What follows belongs to an exercise in optimizing a design on an open flow for small area, a short achievable clock period and few clock cycles; a production flow would make more cautious choices. At most, simulation tests tie the RTL to the original design; equivalence was not proved. For runs 1 and 2, only the layout was checked, not whether the RTL still works. No activity file was given, so power comes from the tool's default toggle rates.

==> flow/design.v <==
module reuleaux(input logic clk, input logic rst_n, input logic [2:0] colour,
                input logic [7:0] centre_x, input logic [6:0] centre_y, input logic [7:0] diameter,
                input logic start, output logic done,
                output logic [7:0] vga_x, output logic [6:0] vga_y,
                output logic [2:0] vga_colour, output logic vga_plot);
     function automatic logic [12:0] rca(input logic [12:0] a, input logic [12:0] b, input logic ci);
          logic c;
          c = ci;
          for (int i = 0; i < 13; i++) begin
               rca[i] = a[i] ^ b[i] ^ c;
               c = (a[i] & b[i]) | (a[i] & c) | (b[i] & c);
          end
     endfunction
     localparam logic [12:0] C = 13'd1267;
     logic [7:0] di2, cx1, cx3, cy3;
     logic [8:0] cx2;
     logic [6:0] cy1;
     logic [10:0] acc;
     always_ff @(posedge clk) begin
          di2 <= 8'(diameter + 8'd1) >> 1;
          cx3 <= centre_x;
          cx1 <= rca({5'd0, cx3}, {5'd0, di2}, 1'b0);
          cx2 <= rca({5'd0, cx3}, ~{5'd0, di2}, 1'b1);
     end
     logic [7:0] ox, oy;
     logic [9:0] crit;
     logic       ra;           
     logic [1:0] p;            
     logic [1:0] ph;           
     logic       run;
     logic [7:0] xo;
     logic [6:0] yo;
     logic       plot_r;
     wire [8:0] x0 = rca({5'd0, cx1}, ~{5'd0, ox}, 1'b1);
     wire [8:0] x3 = rca({4'd0, cx2}, {5'd0, ox}, 1'b0);
     wire [8:0] x1 = rca(ra ? {5'd0, cx3} : {5'd0, cx1}, ra ? {5'd0, oy} : ~{5'd0, oy}, !ra);
     wire [8:0] x2 = rca(ra ? {5'd0, cx3} : {4'd0, cx2}, ra ? ~{5'd0, oy} : {5'd0, oy}, ra);
     wire [7:0] y0 = rca({6'd0, cy1}, ~{5'd0, oy}, 1'b1);
     wire [7:0] y12 = rca(ra ? {5'd0, cy3} : {6'd0, cy1}, ra ? {5'd0, ox} : ~{5'd0, ox}, !ra);
     function automatic logic onx(input logic [8:0] v);
          onx = !v[8] && !(v[7] && (v[6] || v[5]));
     endfunction
     function automatic logic ony(input logic [7:0] v);
          ony = !v[7] && !(v[6] && v[5] && v[4] && v[3]);
     endfunction
     wire oky0 = ony(y0), oky12 = ony(y12);
     wire [3:0] ok = {onx(x3) & oky0, onx(x2) & oky12, onx(x1) & oky12, onx(x0) & oky0};
     wire [3:0] ge = (p == 2'd0) ? 4'b1111 : (p == 2'd1) ? 4'b1110 :
                     (p == 2'd2) ? 4'b1100 : 4'b1000;
     wire [3:0] v  = ok & ge;
     logic [1:0] sel;
     logic       more;      
     always_comb begin
          sel  = 2'd3;
          more = 1'b0;
          if (v[0]) begin sel = 2'd0; more = v[1] | v[2] | v[3]; end
          else if (v[1]) begin sel = 2'd1; more = v[2] | v[3]; end
          else if (v[2]) begin sel = 2'd2; more = v[3]; end
     end
     logic [7:0] xs;
     logic [6:0] ys;
     always_comb begin
          case (sel)
               2'd0: begin xs = x0[7:0]; ys = y0[6:0]; end
               2'd1: begin xs = x1[7:0]; ys = y12[6:0]; end
               2'd2: begin xs = x2[7:0]; ys = y12[6:0]; end
               default: begin xs = x3[7:0]; ys = y0[6:0]; end
          endcase
     end
     wire cpos = !crit[9] && (crit != 10'd0);
     wire last = cpos ? ({1'b0, ox} <= {1'b0, oy} + 9'd1) : (ox <= oy);
     wire [7:0] oy1 = oy + 8'd1;
     wire [1:0]  k   = ph[1] ? ox[7:6] : ox[5:4];
     wire [12:0] kc  = k == 2'd0 ? 13'd0 : k == 2'd1 ? C : k == 2'd2 ? C << 1 : 3 * C;
     wire [12:0] acs = rca({2'd0, acc}, kc, 1'b0);
     wire [8:0]  q   = rca({5'd0, ox}, {7'd0, acc[10:5]}, 1'b0);
     wire [8:0]  a6  = rca({4'd0, cy1, 2'b10}, {4'd0, q}, 1'b0);
     wire [8:0]  a3  = rca({5'd0, cy1, 1'b0}, ~{4'd0, q}, 1'b1);
     always_ff @(posedge clk) begin
          if (!rst_n || !start) begin
               run <= 1'b0;
               done <= 1'b0;
               plot_r <= 1'b0;
               ph <= 2'd0;
          end else if (!run && !done) begin
               plot_r <= 1'b0;
               ph <= ph + 2'd1;
               if (ph == 2'd3) run <= 1'b1;
          end else if (run) begin
               plot_r <= |v;
               if (!more && last) begin
                    run <= 1'b0;
                    done <= 1'b1;
               end
          end else begin
               plot_r <= 1'b0;
          end
          if (!run) begin
               case (ph)
                    2'd0: begin
                         ox <= diameter;
                         cy1 <= centre_y;
                         acc <= 11'((15'd49 + 15'(diameter[3:0]) * 15'(C)) >> 4);
                    end
                    2'd1, 2'd2: acc <= acs[12:2];
                    default: begin
                         cy1 <= a6[8:2];
                         cy3 <= {a3[8] ^ (ox >= 8'd222), a3[7:1]};
                    end
               endcase
               oy <= 8'd0;
               crit <= 10'd1 - {2'b0, ox};
               ra <= ox != 8'd255;
               p <= 2'd0;
          end else if (more) begin
               p <= sel + 2'd1;
          end else begin
               p <= 2'd0;
               ra <= ra && (oy1 != di2);
               oy <= oy1;
               if (cpos) begin
                    crit <= crit + {1'b0, oy, 1'b0} - {1'b0, ox, 1'b0} + 10'd5;
                    ox <= ox - 8'd1;
               end else begin
                    crit <= crit + {1'b0, oy, 1'b0} + 10'd3;
               end
          end
          xo <= xs;
          yo <= ys;
     end
     assign vga_x = xo;
     assign vga_y = yo;
     assign vga_plot = plot_r;
     assign vga_colour = colour;
endmodule
==> flow/run.sh <==
#!/bin/bash
# synth_recipe.tcl (not shown) runs the flow's synth.tcl, then flattens the netlist and writes it again
# the make line also repeats each setting of config.mk as NAME=value (left out here)
make -C /OpenROAD-flow-scripts/flow DESIGN_CONFIG=/design/flow/config.mk WORK_HOME=/design/flow/orfs CLKGATE_MAP_FILE= SYNTH_SCRIPT=/design/flow/synth_recipe.tcl finish
==> flow/config.mk <==
export PLATFORM = sky130hd
export DESIGN_NAME = reuleaux
export DESIGN_NICKNAME = reuleaux
export VERILOG_FILES = /design/flow/design.v
export SDC_FILE = /design/flow/constraint.sdc
export NUM_CORES = 4
export LEC_CHECK = 0
export CAP_MARGIN = 20
export CORE_MARGIN = 2
export CORE_UTILIZATION = 40
export SETUP_SLACK_MARGIN = 5
export SLEW_MARGIN = 20
==> flow/constraint.sdc <==
create_clock -name core_clock -period 10.0 [get_ports {clk}]
set_input_delay 2.0000 -clock core_clock [delete_from_list [all_inputs] [get_ports {clk}]]
set_output_delay 2.0000 -clock core_clock [all_outputs]
set_load 0.01 [all_outputs]
==> results.txt, run 1 <==
Outcome
The flow ran to the end and the layout has no timing, DRC or antenna violations.

Power and ir drop
The maximum vdd drop is approximately 0.00011 V. The leakage power is 0.00461 uW. The cell area power density is 199 mW/mm2. The total power of the final layout is approximately 2100 uW.

Yosys
Sorting the synthesized cells by area gives the leading types as sky130_fd_sc_hd__fa_1 (19%), sky130_fd_sc_hd__edfxtp_1 (15%), sky130_fd_sc_hd__dfxtp_1 (13%). The register area share after synthesis is 28.2%. Counting flops with an async set or reset pin after synthesis yields a share of 0%. In this run, distinct cell masters in the synthesized netlist total 69.

Synthesis inferred 106 register bits. The synthesis warning total is 1. The mean post-synth cell area is 10.1 um2. The post-synthesis cell area is 0.00912 mm2.

The most area-hungry cell type in the Yosys netlist is sky130_fd_sc_hd__fa_1. The cell count after synthesis is 902. In this run the biggest area consumer among cell types represents between 10% and 20% of the synthesized area. In this run, synthesis inferred 45 flip-flops with an integrated enable. The dominant register cell in the synthesized netlist is sky130_fd_sc_hd__dfxtp_1. Synthesis produced a netlist with a net count of 1,109.

Critical path
The worst setup path is launched from a register. Across all register-to-register paths, the minimum setup slack is about 5.1 ns. The worst reg2reg path depth is 22. The worst register-to-register path begins at ra.

The endpoint of the lowest-slack register-to-register path is oy[4]. Counting stages on the worst path, the most repeated cell is sky130_fd_sc_hd__fa_2. The biggest cell delay along the critical path is 0.44 ns. The data required time at the worst endpoint is 10.31 ns.

The arrival time of data at the critical path endpoint is 5.19 ns. The slowest stage of the critical path belongs to the cell sky130_fd_sc_hd__edfxtp_1. The setup path with the least slack is of type reg2reg.

Traced cell by cell, the critical path runs through buf_6, buf_6, mux2i_4, fa_2, fa_2, inv_2, fa_2, fa_2, inv_1, fa_1, inv_1, fa_2, inv_1, fa_2, o211ai_1, nor3_2, buf_4, a211oi_4, a21oi_4, buf_6, or3_1, a21boi_2. STA classifies the critical path endpoint as a register. The most critical setup path has its startpoint at ra.

The maximum net fanout on the critical path is 13. The last element of the critical path is oy[4].

Clock network
In this run the deepest clock path goes through 2 buffers. The number of buffers created by CTS is 9. The depth of the CTS H-tree is 3.

The clock net in this run drives a total of between 100 and 150 sinks. TritonCTS built the clock tree. Hold repair after CTS inserted 0 buffers. Clock-pin slew was measured on the worst setup and hold paths at 0.09 ns. The later-pin clock latency in the skew report is between 0.3 and 0.4 ns. CTS placed an instance of sky130_fd_sc_hd__clkbuf_16 at the clock tree root.

Layout
The library cells used most frequently in the layout, excluding fill and tap cells, are sky130_fd_sc_hd__inv_1 (131), sky130_fd_sc_hd__ha_1 (89), sky130_fd_sc_hd__fa_1 (67), sky130_fd_sc_hd__dfxtp_1 (57), sky130_fd_sc_hd__xnor2_1 (56). The area growth from synthesis to layout is 17.6%. The post-route netlist has 14.2% of its cells at a drive strength greater than 1. Summing all non-filler instances in the final layout gives an area of 0.0107 mm2. 0 antenna diodes ended up in the layout. The multi-input combinational cells in the finished layout cover a total of 0.00616 mm2. Excluding fillers, the count of instances in the completed layout stands at approximately 1,300. Registers take 0.00258 mm2. The number of filler instances in the final layout is 2,050. After the last flow step, the layout net total stands at 1,167.

The commonest non-fill, non-tap cell in the layout is sky130_fd_sc_hd__inv_1.

Routing
The routed layout has 6,451 vias. Using the TritonRoute via totals, the vias-per-cell ratio works out to 5.16. The number of search-and-repair iterations in the first detailed-routing pass is 5.

For this run, design rule violations remaining after detail routing come to 0. After the first detailed-routing iteration, the DRC count stood at 375. Once detail routing completed, the nets flagged for antenna violations numbered 0. The routed length per placed instance is ~17 um. Summed over all layers, the routed wires come to 21.8 mm.

Global route
The number of antenna violations at the first check in global routing came to 0. The final global-route overflow total is 0. The via count of the first global-routing pass came to about 6,500.

Entering global routing, the biggest net connects 60 pins. The combined global-route utilization of all metal layers is a little under a fifth. The first global-routing pass estimated 34.1 mm of wire.

Floorplanning
The die height is 155 um. In this run the standard cell core region covers 0.0225 mm2. The floorplan step defined a die boundary enclosing 0.0240 mm2. During I/O placement, the number of pins put on the boundary was 49. The initial core utilization is between 40% and 50%. Measured along the x axis, the die boundary spans 155 um. The number of rows in the core area is between 50 and 60.

Job
The tool flagged a number of max-cap violations equal to 0.

Timing
The worst-case headroom to the max-slew limit is a little over a third. The maximum operating frequency is between 200 and 250 MHz. Setup violations remaining at the end of the flow were counted as 0. The worst path needs 4.89 ns of the cycle, external delays included. Setup repair after global routing left no endpoint under its margin. The worst hold slack is 0.523 ns. The worst path uses approximately 49% of the clock period. The number of hold-slack violations in the final timing report is 0. The max-slew violation count is 0.

The transition at the pin with the smallest max-transition slack is 0.950 ns. The accumulated negative setup slack is 0 ns. Across the routed clock network, the largest skew measured is ~0.018 ns.

Place
Once placement completed, the tool counted placed cells totaling between 1,000 and 1,500. After legalization and detailed placement, the total HPWL measured 16.7 mm. At the end of routability-driven placement, the weighted congestion stood at ~0.85.

Port buffering added 42 buffers. Once placement finished, the instance area stood at 0.00979 mm2.

Worst hold path
In this run the most critical hold path is launched from cx3[7]. In this run the worst hold path is classified as reg2reg. Counting instances, the worst hold path has a depth of 1.
## cell families (layout without fill, tap and decap cells)
kind of cell / Yosys count / count (layout) / share of synthesized area, %
buffers and inverters: 169 / 232 / 7.28
muxes: 33 / 33 / 3.70
DFF: 106 / 106 / 28.2
xor gates and xnor gates: 85 / 85 / 8.33
and+or+nand+nor: 165 / 165 / 8.97
adders and majority gates: 178 / 178 / 31.5
AOI/OAI and AO/OA: 166 / 166 / 12.0
## critical path, delay by kind of cell, from the launching register on
kind / cells / cell delay, ns
AOI/OAI and AO/OA: 4 / 0.82
adders and majority gates: 7 / 2.06
buffers and inverters: 8 / 0.88
DFF: 1 / 0.44
muxes: 1 / 0.18
and+or+nand+nor: 2 / 0.45
## metrics by stage
step                      utilization, %  worst slack (ns)
after floorplan                        -              5.00
after global placement              43.5              4.26
after detailed placement            43.5              4.20
after CTS                           45.9              4.95
after global routing                47.7              4.95
final                               47.7              5.11
## synthesized netlist by cell type (3+ instances only)
cell type,n
sky130_fd_sc_hd__nor2_1,49
sky130_fd_sc_hd__a31oi_1,8
sky130_fd_sc_hd__a22oi_1,3
sky130_fd_sc_hd__o31ai_1,5
sky130_fd_sc_hd__or2_2,4
sky130_fd_sc_hd__buf_1,3
sky130_fd_sc_hd__o21a_1,6
sky130_fd_sc_hd__edfxtp_1,45
sky130_fd_sc_hd__nand4_1,7
sky130_fd_sc_hd__dfxtp_1,61
sky130_fd_sc_hd__a211o_1,3
sky130_fd_sc_hd__xnor2_1,57
sky130_fd_sc_hd__a21oi_1,41
sky130_fd_sc_hd__clkbuf_1,19
sky130_fd_sc_hd__o21ai_0,33
sky130_fd_sc_hd__mux2_2,6
sky130_fd_sc_hd__nor3_1,14
sky130_fd_sc_hd__ha_1,92
sky130_fd_sc_hd__and3_1,4
sky130_fd_sc_hd__o22ai_1,8
sky130_fd_sc_hd__o211ai_1,7
sky130_fd_sc_hd__o21bai_1,3
sky130_fd_sc_hd__nand2b_1,3
sky130_fd_sc_hd__buf_4,5
sky130_fd_sc_hd__nand2_1,41
sky130_fd_sc_hd__nor2b_1,12
sky130_fd_sc_hd__a21o_1,9
sky130_fd_sc_hd__inv_1,138
sky130_fd_sc_hd__or3_1,3
sky130_fd_sc_hd__o2111ai_1,3
sky130_fd_sc_hd__nand3_1,12
sky130_fd_sc_hd__a222oi_1,3
sky130_fd_sc_hd__fa_1,86
sky130_fd_sc_hd__mux2i_1,27
sky130_fd_sc_hd__a211oi_1,9
sky130_fd_sc_hd__buf_2,3
sky130_fd_sc_hd__o21ai_1,3
sky130_fd_sc_hd__and2_1,3
sky130_fd_sc_hd__xor2_1,26
## per-layer routing
metal | GRT usage (%) | vias up | wire (um)
met4 | 5.82 | 0 | 386
met5 | 0 | - | 0
met1 | 25.1 | 3142 | 10100
met2 | 31.0 | 129 | 10600
li1 | - | 3153 | -
met3 | 2.37 | 27 | 726
## area by class of cell
type / count / area share (%)
Multi-Input combinational cell: 627 / 57.4
Sequential cell: 106 / 24.1
Timing Repair Buffer: 78 / 7.27
Inverter: 138 / 4.83
Tap cell: 285 / 3.32
Clock buffer: 9 / 2.10
Clock inverter: 7 / 0.945
## worst min path at each step
stage / to / slack (ns)
final: cx1[7] / 0.52
after detailed placement: cx1[7] / 0.51
after CTS: cx1[7] / 0.53
after global routing: cx1[7] / 0.54
after global placement: cx1[7] / 0.51
after floorplan: cx1[7] / 0.48
## sequential cells by signal, summed over array words and instances, names as in the netlist
| register | count |
|---|---|
| crit | 10 |
| oy | 8 |
| yo | 7 |
| cx3 | 8 |
| ph | 2 |
| ra | 1 |
| cx2 | 9 |
| done | 1 |
| xo | 8 |
| cx1 | 7 |
| cy3 | 8 |
| run | 1 |
| ox | 8 |
| p | 2 |
| plot_r | 1 |
| di2 | 7 |
| cy1 | 7 |
| acc | 11 |
## power breakdown
group / total, uW / internal (uW) / switching, uW
clock network: 398 / 221 / 176
registers: 641 / 578 / 63.3
logic: 1090 / 529 / 564
## what timing repair did
item | CTS | global route
cloned | 0 | 1
pin swaps | 5 | 19
setup endpoints to repair | 55 | 50
resized for setup | 30 | 67
buffers inserted | 16 | 16
==> run 2, diff against run 1 <==
--- a/flow/config.mk
+++ b/flow/config.mk
@@ -10,3 +10,2 @@
 export CORE_UTILIZATION = 40
-export SETUP_SLACK_MARGIN = 5
 export SLEW_MARGIN = 20
==> results.txt, run 2 <==
Floorplanning
The initial core utilization is 40.5% (unchanged). The number of rows in the core area was 55 (unchanged). The die outline area is 0.0240 mm2 (unchanged). The area of the core came to 0.0225 mm2 (unchanged). The width of the die is 155 um (unchanged). The die height was 155 um (unchanged).

The boundary pin count was 49 (unchanged).

Yosys
The number of distinct library cell variants in the gate-level netlist after synthesis is 69 (unchanged). The flip-flop and latch count after synthesis is 106 (unchanged). The most used flip-flop cell after synthesis is sky130_fd_sc_hd__dfxtp_1.

Sorting the synthesized cells by how often they occur yields sky130_fd_sc_hd__inv_1 (138), sky130_fd_sc_hd__ha_1 (92), sky130_fd_sc_hd__fa_1 (86), sky130_fd_sc_hd__dfxtp_1 (61), sky130_fd_sc_hd__xnor2_1 (57). The post-synthesis cell area was 0.00912 mm2 (unchanged). The mean post-synth cell area is 10.1 um2 (unchanged). The most area-hungry cell type in the Yosys netlist is sky130_fd_sc_hd__fa_1.

The register area share after synthesis is 28.2% (unchanged). The synthesis warning total is 1 (unchanged). The most instantiated library cell after synthesis is sky130_fd_sc_hd__inv_1. The async set or reset register ratio after synthesis is 0% (unchanged). By area the synthesized netlist is led by sky130_fd_sc_hd__fa_1 (19%), sky130_fd_sc_hd__edfxtp_1 (15%), sky130_fd_sc_hd__dfxtp_1 (13%). The share of the synthesized area in the top cell type was 18.9% (unchanged). The cell count after synthesis is 902 (unchanged). The total nets after synthesis was 1,109 (unchanged). The number of synthesized flops with an enable pin is 45 (unchanged).

Routing
The routed via count divided by cell count is 5.16 (about the same). The via count of the routed design is 6,274 (-2.7%). The number of violations reported at the end of detailed-routing iteration 0 is 375 (unchanged). The number of search-and-repair iterations in the first detailed-routing pass is 5 (unchanged). The count of unresolved DRC violations after routing came to 0 (unchanged). The final wirelength is 20.6 mm (-5.4%). The count of antenna-violating nets left after detailed routing was 0 (unchanged).

The routed length per placed instance came to 17.0 um (-2.8%).

Global route
The final global-route overflow total is 0 (unchanged). The first-pass GRT wire length is 33.6 mm (-1.6%). The combined global-route utilization of all metal layers was 18.0% (-0.58 points).

The number of antenna violations at the first check in global routing is 0 (unchanged). The largest net degree at the start of global routing is 60 (unchanged). The via count of the first global-routing pass is 6,359 (-2.8%).

Clock network
The post-CTS clock slew at the launch and capture registers of the worst setup and hold paths is 0.08 ns (about the same). The number of buffers created by CTS is 9 (unchanged). The clock tree root buffer cell is sky130_fd_sc_hd__clkbuf_16. The number of buffers inserted by hold repair at cts is 0 (unchanged). The clock tree from TritonCTS is yes. The post-cts sizing count is 0 (-100%). The number of buffers on the longest clock path is 2 (unchanged).

The total clock sinks came to 106 (unchanged). The later-pin clock latency in the skew report is 0.37 ns (about the same). The post-CTS setup buffer count is 0 (-16).

The depth of the CTS H-tree is 3 (unchanged).

Job
The number of max-cap violations came to 0 (unchanged).

Layout
The post-route cell area is 0.0101 mm2 (-6.1%). More flip-flops sit in one register than any other, and that register is acc. In the layout the commonest cells are sky130_fd_sc_hd__inv_1 (138), sky130_fd_sc_hd__ha_1 (92), sky130_fd_sc_hd__fa_1 (86), sky130_fd_sc_hd__dfxtp_1 (60), sky130_fd_sc_hd__xnor2_1 (57).

The commonest non-fill, non-tap cell in the layout is sky130_fd_sc_hd__inv_1. The antenna diode count is 0 (unchanged). The layout-stage area growth over the synthesis result is 10.5%. The flip-flop count of the largest register, all copies and words added is 11 (unchanged). The fraction of layout instances using a drive strength above 1 came to 4.51% (-9.7 points).

The largest registers in the layout are acc (11), crit (10), cx2 (9). The net count of the finished layout is 1,133 (-2.9%).

Timing
The transition at the pin with the smallest max-transition slack is 1.08 ns (+0.132 ns). The share of the clock period used by the worst path after layout was 57.2% (+8.3 points). The worst-case headroom to the max-slew limit is 27.9% (-8.6 points). The shortest clock period the worst path allows after layout was 5.72 ns (+0.832 ns). The accumulated negative setup slack is 0 ns (unchanged).

The maximum operating frequency is 175 MHz (-15%). The worst clock skew on the final layout is 0.0159 ns (-0.00209 ns). The worst setup slack after layout came to 4.28 ns (-0.832 ns). The max-slew violation count is 0 (unchanged). Setup repair after global routing left no endpoint under its margin. The setup violation total in the final timing report is 0 (unchanged). The number of hold-slack violations in the final timing report is 0 (unchanged).

The worst hold slack was 0.530 ns (+0.00687 ns).

Critical path
The worst reg2reg path depth is 15 (-32%). The data required time at the worst endpoint is 9.99 ns (-0.32 ns). The critical path class is reg2reg. STA classifies the critical path startpoint as a register. The worst setup path is captured at a register. The arrival time of data at the critical path endpoint is 5.70 ns (+0.51 ns).

The maximum net fanout on the critical path was 17 (+4).

Place
The post-place instance area is 0.00977 mm2 (-0.20%). The post-place setup slack was 4.18 ns (-0.0252 ns). The detailed placement HPWL came to 16.7 mm (about the same). The count of port buffers added during placement is 42 (unchanged). The routability congestion estimate came to 0.819 (-3.1%).

Power and ir drop
The cell area power density is 194 mW/mm2 (-2.3%). The maximum vdd drop is 0.0000893 V (-19%). The leakage power is 0.00439 uW (-4.7%).

Worst hold path
The instance count along the most critical hold path was 1 (unchanged). The worst min-delay path class is reg2reg.

Outcome
The run finished with no timing, DRC or antenna violations.
[run 2: cells by family (layout without fill, tap and decap cells)]
| kind of cell | count (synthesis) | in the layout | synth area share, % |
|---|---|---|---|
| adder cells (fa/ha/maj) | 178 | 178 | 31.5 |
| buffers and inverters | 169 | 198 | 7.28 |
| AO/OA/AOI/OAI | 166 | 166 | 12.0 |
| AND/OR/NAND/NOR | 165 | 165 | 8.97 |
| flip-flops | 106 | 106 | 28.2 |
| XOR/XNOR | 85 | 85 | 8.33 |
| multiplexers | 33 | 33 | 3.70 |
[run 2: layer usage]
metal | track usage (%) | wire length [um]
met1 | 24.3 | 9580
met2 | 30.5 | 10000
met3 | 3.01 | 817
met4 | 3.57 | 219
met5 | 0 | 0
[run 2: through the flow]
step	util (%)	power, uW	cells
2_1_floorplan	-	1320	902
3_3_place_gp	43.4	1580	1200
3_5_place_dp	43.4	1590	1200
4_1_cts	44.8	1980	1216
5_1_grt	44.8	2120	1216
6_report	44.8	1960	1216
[run 2: where the power goes]
| part | internal, uW | leakage, uW | switching (uW) |
|---|---|---|---|
| Sequential | 579 | 0.000961 | 73.7 |
| Combinational | 430 | 0.00328 | 498 |
| Clock | 200 | 0.000152 | 176 |
| Total | 1210 | 0.00439 | 747 |
[run 2: worst paths after layout]
path,startpoint,to,slack (ns)
max,ox[1],ox[3],4.28
min,cx3[7],cx1[7],0.53
max reg2reg,ox[1],ox[3],4.28
min reg2reg,cx3[7],cx1[7],0.53
[run 2: layout make-up]
class                   instances  area (um2)
flip-flops and latches        106        2570
multi-input cells             627        5880
clock inverters                 7        85.1
inverters                     138         518
repair buffers                 44         435
clock buffers                   9         225
fillers                      2128       12400
well taps                     285         357
[run 2: worst max-delay path, cell delays in order (launching register included)]
cell and delay [ns]:
sky130_fd_sc_hd__edfxtp_1 0.76, sky130_fd_sc_hd__inv_1 0.31, sky130_fd_sc_hd__fa_1 0.47, sky130_fd_sc_hd__fa_1 0.39
sky130_fd_sc_hd__fa_1 0.40, sky130_fd_sc_hd__fa_1 0.37, sky130_fd_sc_hd__inv_1 0.08, sky130_fd_sc_hd__fa_1 0.16
sky130_fd_sc_hd__inv_1 0.05, sky130_fd_sc_hd__fa_1 0.35, sky130_fd_sc_hd__inv_1 0.07, sky130_fd_sc_hd__fa_1 0.45
sky130_fd_sc_hd__o2111a_1 0.40, sky130_fd_sc_hd__a211oi_2 0.30, sky130_fd_sc_hd__a21oi_4 0.14, sky130_fd_sc_hd__o22ai_1 0.64
==> run 3, diff against run 2 <==
==> flow/design.v (replaced) <==
module reuleaux(input logic clk, input logic rst_n, input logic [2:0] colour,
                input logic [7:0] centre_x, input logic [6:0] centre_y, input logic [7:0] diameter,
                input logic start, output logic done,
                output logic [7:0] vga_x, output logic [6:0] vga_y,
                output logic [2:0] vga_colour, output logic vga_plot);
     wire [7:0]  di2_w = 8'(diameter + 8'd1) >> 1;
     wire [20:0] pd    = ({13'd0, diameter} << 11) + ({13'd0, diameter} << 8)
                       + ({13'd0, diameter} << 6) - ({13'd0, diameter} << 2)
                       + {13'd0, diameter};
     wire [20:0] t6    = {1'b0, centre_y, 13'd0} + pd + 21'd4046;
     wire [20:0] t3    = {2'b0, centre_y, 12'd0} - pd + 21'd2072;
     wire        dhi   = diameter >= 8'd222;
     logic [7:0] cx1, cx3, cy3, di2;
     logic [8:0] cx2;
     logic [6:0] cy1;
     always_ff @(posedge clk) begin
          di2 <= di2_w;
          cx1 <= centre_x + di2_w;
          cx2 <= {1'b0, centre_x} - {1'b0, di2_w};
          cx3 <= centre_x;
          cy1 <= t6[19:13];
          cy3 <= {t3[19] ^ dhi, t3[18:12]};
     end
     logic [7:0] ox, oy;
     logic [9:0] crit;
     logic       ra;           
     logic [1:0] p;            
     logic       run;
     logic [7:0] xo;
     logic [6:0] yo;
     logic       plot_r;
     logic [2:0] col_r;
     wire [8:0] x0 = {1'b0, cx1} - {1'b0, ox};
     wire [8:0] x3 = cx2 + {1'b0, ox};
     wire [8:0] x1 = ra ? {1'b0, cx3} + {1'b0, oy} : {1'b0, cx1} - {1'b0, oy};
     wire [8:0] x2 = ra ? {1'b0, cx3} - {1'b0, oy} : cx2 + {1'b0, oy};
     wire [7:0] y0 = {1'b0, cy1} - oy;
     wire [7:0] y12 = ra ? cy3 + ox : {1'b0, cy1} - ox;
     function automatic logic onx(input logic [8:0] v);
          onx = !v[8] && !(v[7] && (v[6] || v[5]));
     endfunction
     function automatic logic ony(input logic [7:0] v);
          ony = !v[7] && !(v[6] && v[5] && v[4] && v[3]);
     endfunction
     wire oky0 = ony(y0), oky12 = ony(y12);
     wire [3:0] ok = {onx(x3) & oky0, onx(x2) & oky12, onx(x1) & oky12, onx(x0) & oky0};
     wire [3:0] ge = (p == 2'd0) ? 4'b1111 : (p == 2'd1) ? 4'b1110 :
                     (p == 2'd2) ? 4'b1100 : 4'b1000;
     wire [3:0] v  = ok & ge;
     logic [1:0] sel;
     logic       more;      
     always_comb begin
          sel  = 2'd3;
          more = 1'b0;
          if (v[0]) begin sel = 2'd0; more = v[1] | v[2] | v[3]; end
          else if (v[1]) begin sel = 2'd1; more = v[2] | v[3]; end
          else if (v[2]) begin sel = 2'd2; more = v[3]; end
     end
     logic [8:0] xs;
     logic [7:0] ys;
     always_comb begin
          case (sel)
               2'd0: begin xs = x0; ys = y0; end
               2'd1: begin xs = x1; ys = y12; end
               2'd2: begin xs = x2; ys = y12; end
               default: begin xs = x3; ys = y0; end
          endcase
     end
     wire cpos = !crit[9] && (crit != 10'd0);
     wire last = cpos ? ({1'b0, ox} <= {1'b0, oy} + 9'd1) : (ox <= oy);
     wire [7:0] oy1 = oy + 8'd1;
     always_ff @(posedge clk) begin
          col_r <= colour;
          if (!rst_n || !start) begin
               run <= 1'b0;
               done <= 1'b0;
               plot_r <= 1'b0;
          end else if (!run && !done) begin
               run <= 1'b1;
               plot_r <= 1'b0;
          end else if (run) begin
               plot_r <= |v;
               if (!more && last) begin
                    run <= 1'b0;
                    done <= 1'b1;
               end
          end else begin
               plot_r <= 1'b0;
          end
          if (!run) begin
               ox <= diameter;
               oy <= 8'd0;
               crit <= 10'd1 - {2'b0, diameter};
               ra <= diameter != 8'd255;
               p <= 2'd0;
          end else if (more) begin
               p <= sel + 2'd1;
          end else begin
               p <= 2'd0;
               ra <= ra && (oy1 != di2);
               oy <= oy1;
               if (cpos) begin
                    crit <= crit + {1'b0, oy, 1'b0} - {1'b0, ox, 1'b0} + 10'd5;
                    ox <= ox - 8'd1;
               end else begin
                    crit <= crit + {1'b0, oy, 1'b0} + 10'd3;
               end
          end
          xo <= xs[7:0];
          yo <= ys[6:0];
     end
     assign vga_x = xo;
     assign vga_y = yo;
     assign vga_plot = plot_r;
     assign vga_colour = col_r;
endmodule
==> results.txt, run 3 <==
Worst hold path
The origin of the worst min-delay path is done. The path class of the tightest hold or removal check is reg2reg. The instance count along the most critical hold path is 1 (unchanged). For hold timing, the worst endpoint is done.

Place
The count of port buffers added during placement is 48 (+14%). The post-place instance area is 0.0117 mm2 (+19%). The detailed placement HPWL came to 24.3 mm (+46%). The routability congestion estimate is 0.881 (+7.5%).

Timing
The number of hold-slack violations in the final timing report is 0 (unchanged). The transition at the pin with the smallest max-transition slack came to 0.740 ns (-0.342 ns). The setup violation total in the final timing report was 0 (unchanged).

The shortest clock period the worst path allows after layout is 7.19 ns (+1.48 ns). The worst-case headroom to the max-slew limit is 50.2% (+22 points). Setup repair after global routing left no endpoint under its margin. The worst clock skew on the final layout is 0.00788 ns (-0.00799 ns). The share of the clock period used by the worst path after layout is 71.9% (+15 points). The max-slew violation count was 0 (unchanged). The accumulated negative setup slack is 0 ns (unchanged).

The maximum operating frequency is 139 MHz (-21%). The worst hold slack is 0.500 ns (-0.0295 ns).

Clock network
The later-pin clock latency in the skew report is 0.37 ns (about the same). The post-CTS clock slew at the launch and capture registers of the worst setup and hold paths is 0.07 ns (about the same). In this run the clock root is driven by a sky130_fd_sc_hd__clkbuf_16. The depth of the CTS H-tree came to 3 (unchanged). The number of buffers inserted by hold repair at cts is 0 (unchanged). The number of buffers on the longest clock path was 2 (unchanged). The post-CTS setup buffer count is 0 (unchanged). The clock tree from TritonCTS is yes.

The number of buffers created by CTS is 9 (unchanged). The total clock sinks is 96 (-9.4%). The post-cts sizing count is 0 (unchanged).

Floorplanning
The initial core utilization was 40.4% (-0.14 points). The area of the core is 0.0268 mm2 (+19%). The die height is 169 um (+8.7%). The width of the die came to 169 um (+8.7%). The die outline area is 0.0284 mm2 (+18%). The boundary pin count is 49 (unchanged). The number of rows in the core area is 60 (+9.1%).

Yosys
The register area share after synthesis came to 19.5% (-8.7 points). The fraction of the mapped netlist area in simple logic gates is 14.3% (+5.4 points). The flip-flop and latch count after synthesis is 96 (-9.4%). The most used flip-flop cell after synthesis is sky130_fd_sc_hd__dfxtp_1. The share of the synthesized area in the top cell type is 22.4% (+3.5 points). The total nets after synthesis is 1,512 (+36%). The synthesis warning total is 1 (unchanged). The async set or reset register ratio after synthesis is 0% (unchanged). The post-synthesis cell area is 0.0108 mm2 (+19%).

By count the netlist is led by sky130_fd_sc_hd__ha_1 (194), sky130_fd_sc_hd__inv_1 (122), sky130_fd_sc_hd__a21oi_1 (82), sky130_fd_sc_hd__xnor2_1 (82), sky130_fd_sc_hd__dfxtp_1 (77). The fraction of the mapped netlist area in compound gates is 22.7% (+11 points). The post-synthesis mux area share is 1.73% (-2.0 points). sky130_fd_sc_hd__ha_1 is the most common cell in the netlist. The cell count after synthesis came to 1,268 (+41%). The xor-xnor portion of the synthesized cell area is 9.85% (+1.5 points). The dominant combinational cell family by area after synthesis is adder cells. The most area-hungry cell type in the Yosys netlist is sky130_fd_sc_hd__ha_1. The number of distinct library cell variants in the gate-level netlist after synthesis is 86 (+25%). The adder and majority gate portion of the synthesized area is 26.6% (-4.9 points). The mean post-synth cell area is 8.54 um2 (-16%). After synthesis, the cell types taking the most area are sky130_fd_sc_hd__ha_1 (22%), sky130_fd_sc_hd__dfxtp_1 (14%), sky130_fd_sc_hd__xnor2_1 (6.6%). The number of synthesized flops with an enable pin was 19 (-58%).

Global route
The final global-route overflow total is 0 (unchanged). The largest net degree at the start of global routing is 57 (-5.0%). The number of antenna violations at the first check in global routing is 0 (unchanged). The via count of the first global-routing pass is 8,981 (+41%). The first-pass GRT wire length came to 46.6 mm (+39%).

The combined global-route utilization of all metal layers is 20.9% (+2.9 points).

Power and ir drop
The proportion of total power due to net switching is 47.6% (+9.4 points). The leakage power is 0.00524 uW (+19%). The sequential cell fraction of total power is 19.3% (-14 points).

The combinational share of power is 69.6% (+22 points). The net switching power of the design was 1560 uW (+110%). The share of total power in the clock network came to 11.1% (-8.1 points). The internal power component is 1720 uW (+42%). The cell area power density is 274 mW/mm2 (+41%).

The maximum vdd drop is 0.000144 V (+62%).

Critical path
The library cell contributing the largest single delay on the critical path is sky130_fd_sc_hd__clkdlybuf4s50_1. The launch instance of the worst register-to-register path is ox[1]. The data required time at the worst endpoint came to 10.29 ns (+0.30 ns). Walking the worst path, the cells encountered are clkdlybuf4s50_1, inv_1, ha_1, ha_1, ha_1, a21o_1, and4_1, or2_2, a221oi_1, o21ai_0, a21o_1, xor2_1, inv_1, ha_1, nand2_1, nand2b_1, a21o_1, a31o_2, a21oi_1, inv_1, a31oi_1, xor2_1, xnor2_1.

The endpoint of the lowest-slack register-to-register path is yo[6]. The arrival time of data at the critical path endpoint is 7.49 ns (+1.79 ns). The critical path's most frequent cell is sky130_fd_sc_hd__ha_1. The biggest cell delay along the critical path is 0.80 ns (+0.04 ns). The element type at the critical path end is a register. The critical path class is in2reg. The element type at the critical path start is an input port. The worst-case register-to-register setup slack is 4.54 ns (+0.26 ns).

The maximum net fanout on the critical path is 11 (-6). The worst reg2reg path depth is 14 (-1).

Layout
The antenna diode count is 0 (unchanged). The largest register by flop count is crit. The net count of the finished layout is 1,546 (+36%). In the layout the commonest cells are sky130_fd_sc_hd__ha_1 (194), sky130_fd_sc_hd__inv_1 (122), sky130_fd_sc_hd__a21oi_1 (82), sky130_fd_sc_hd__xnor2_1 (82), sky130_fd_sc_hd__dfxtp_1 (76). The post-route cell area is 0.0120 mm2 (+19%).

The flip-flop count of the largest register, all copies and words added is 10 (-1). The library cell used most frequently in the layout, excluding fill and tap cells, is sky130_fd_sc_hd__ha_1. The fraction of layout instances using a drive strength above 1 is 3.60% (-0.91 points). The layout-stage area growth over the synthesis result is 10.4% (about the same).

Outcome
The flow ran to the end and the layout has no timing, DRC or antenna violations.

Job
The number of max-cap violations was 0 (unchanged).

Routing
The number of search-and-repair iterations in the first detailed-routing pass is 5 (unchanged). The count of unresolved DRC violations after routing is 0 (unchanged). The via count of the routed design came to 9,233 (+47%).

The count of antenna-violating nets left after detailed routing is 0 (unchanged). The number of violations reported at the end of detailed-routing iteration 0 is 544 (+45%). The routed length per placed instance came to 18.1 um (+6.5%). The final wirelength is 29.7 mm (+44%). The routed via count divided by cell count was 5.61 (+8.7%).
[run 3: cell count changes in the layout (fill, tap and decap cells not counted), sizes merged, moves of 23 or more]
cell    change
nor2       +23
xnor2      +23
o21bai     +23
edfxtp     -26
ha        +102
a21oi      +39
o21ai      +28
fa         -65
[run 3: how the worst max path moves through the flow]
stage          endpoint  slack (ns)  cells after the start        start
2_1_floorplan    cy3[7]        3.40                     24  diameter[4]
3_3_place_gp     cy3[7]        2.53                     21  diameter[5]
3_5_place_dp     cy3[7]        2.45                     23  diameter[1]
4_1_cts          cy3[7]        2.81                     23  diameter[1]
5_1_grt          cy3[7]        2.34                     22  diameter[1]
6_report         cy3[7]        2.81                     23  diameter[1]
[run 3: power by group through the flow]
stage | combinational [uW] | clock, uW | sequential, uW
after floorplan | 1690 | 0 | 616
after global placement | 2230 | 0 | 642
after detailed placement | 2260 | 0 | 641
after CTS | 2280 | 370 | 633
after global routing | 2530 | 380 | 644
final | 2280 | 363 | 634
[run 3: per-layer routing]
layer	track usage, %	wire length [um]	up-vias
met3	1.68	608	48
li1	-	-	4648
met4	8.40	940	0
met5	0	0	-
met1	25.4	13400	4392
met2	38.2	14800	145
[run 3: area by class of cell]
type,instances,area (um2)
Sequential cell,96,2110
Tap cell,341,427
Multi-Input combinational cell,1019,8140
Inverter,123,462
Clock buffer,11,243
Clock inverter,4,52.6
Fill cell,2610,14800
Timing Repair Buffer,53,518
[run 3: logic make-up (layout without fill, tap and decap cells)]
family                     after synthesis  after routing
AOI/OAI and AO/OA                      359            359
muxes                                   18             18
adders and majority gates              218            218
xor gates and xnor gates               120            120
DFF                                     96             96
and+or+nand+nor                        304            304
buffers and inverters                  153            191
[run 3: per-stage QoR]
| stage | util (%) | instances | worst slack, ns | power [uW] |
|---|---|---|---|---|
| finish | 44.6 | 1647 | 2.81 | 3280 |
| global route | 44.6 | 1647 | 2.34 | 3550 |
| CTS | 44.6 | 1647 | 2.81 | 3280 |
| detailed placement | 43.5 | 1632 | 2.45 | 2900 |
| global placement | 43.5 | 1632 | 2.53 | 2880 |
| floorplan | - | 1268 | 3.40 | 2300 |
[run 3: critical path, delay by kind of cell]
family / cells / cell delay, ns
AO/OA/AOI/OAI: 8 / 1.73
AND/OR/NAND/NOR: 4 / 0.71
adder cells (fa/ha/maj): 4 / 1.34
buffers and inverters: 4 / 1.21
XOR/XNOR: 3 / 0.50
Testbench counts of run 3, summed over its fixed seeds: cycles 65,545.

-- re-timing with driven ports --
How much do the figures lean on ideal ports? The routed layouts below were timed once more, with nothing changed but the port constraints. Step 1 assumes that a clkbuf_16 drives the clock port and a buf_2 every other input. Step 2, shift: input delay + t, output delay - t, t = (earliest + latest rising clock arrival at the registers) / 2. This alone moves slack from input paths to output paths. Three values: ideal ports, drivers, drivers and shift; two values: the first two.
run	shift t [ns]	slack for setup (ns)	hold WS [ns]	worst data-port slew with drivers (ns)
run 1	0.413	5.115 / 5.115 / 4.840	0.523 / 0.523 / 0.523	0.06
run 2	0.402	4.283 / 4.283 / 4.209	0.530 / 0.530 / 0.530	0.07
run 3	0.407	2.805 / 2.830 / 2.423	0.500 / 0.500 / 0.500	0.04
After both steps every run listed still meets setup and hold. The setup slack of run 3, which loses most, moves by +0.025 ns with the drivers and by -0.382 ns with both steps.
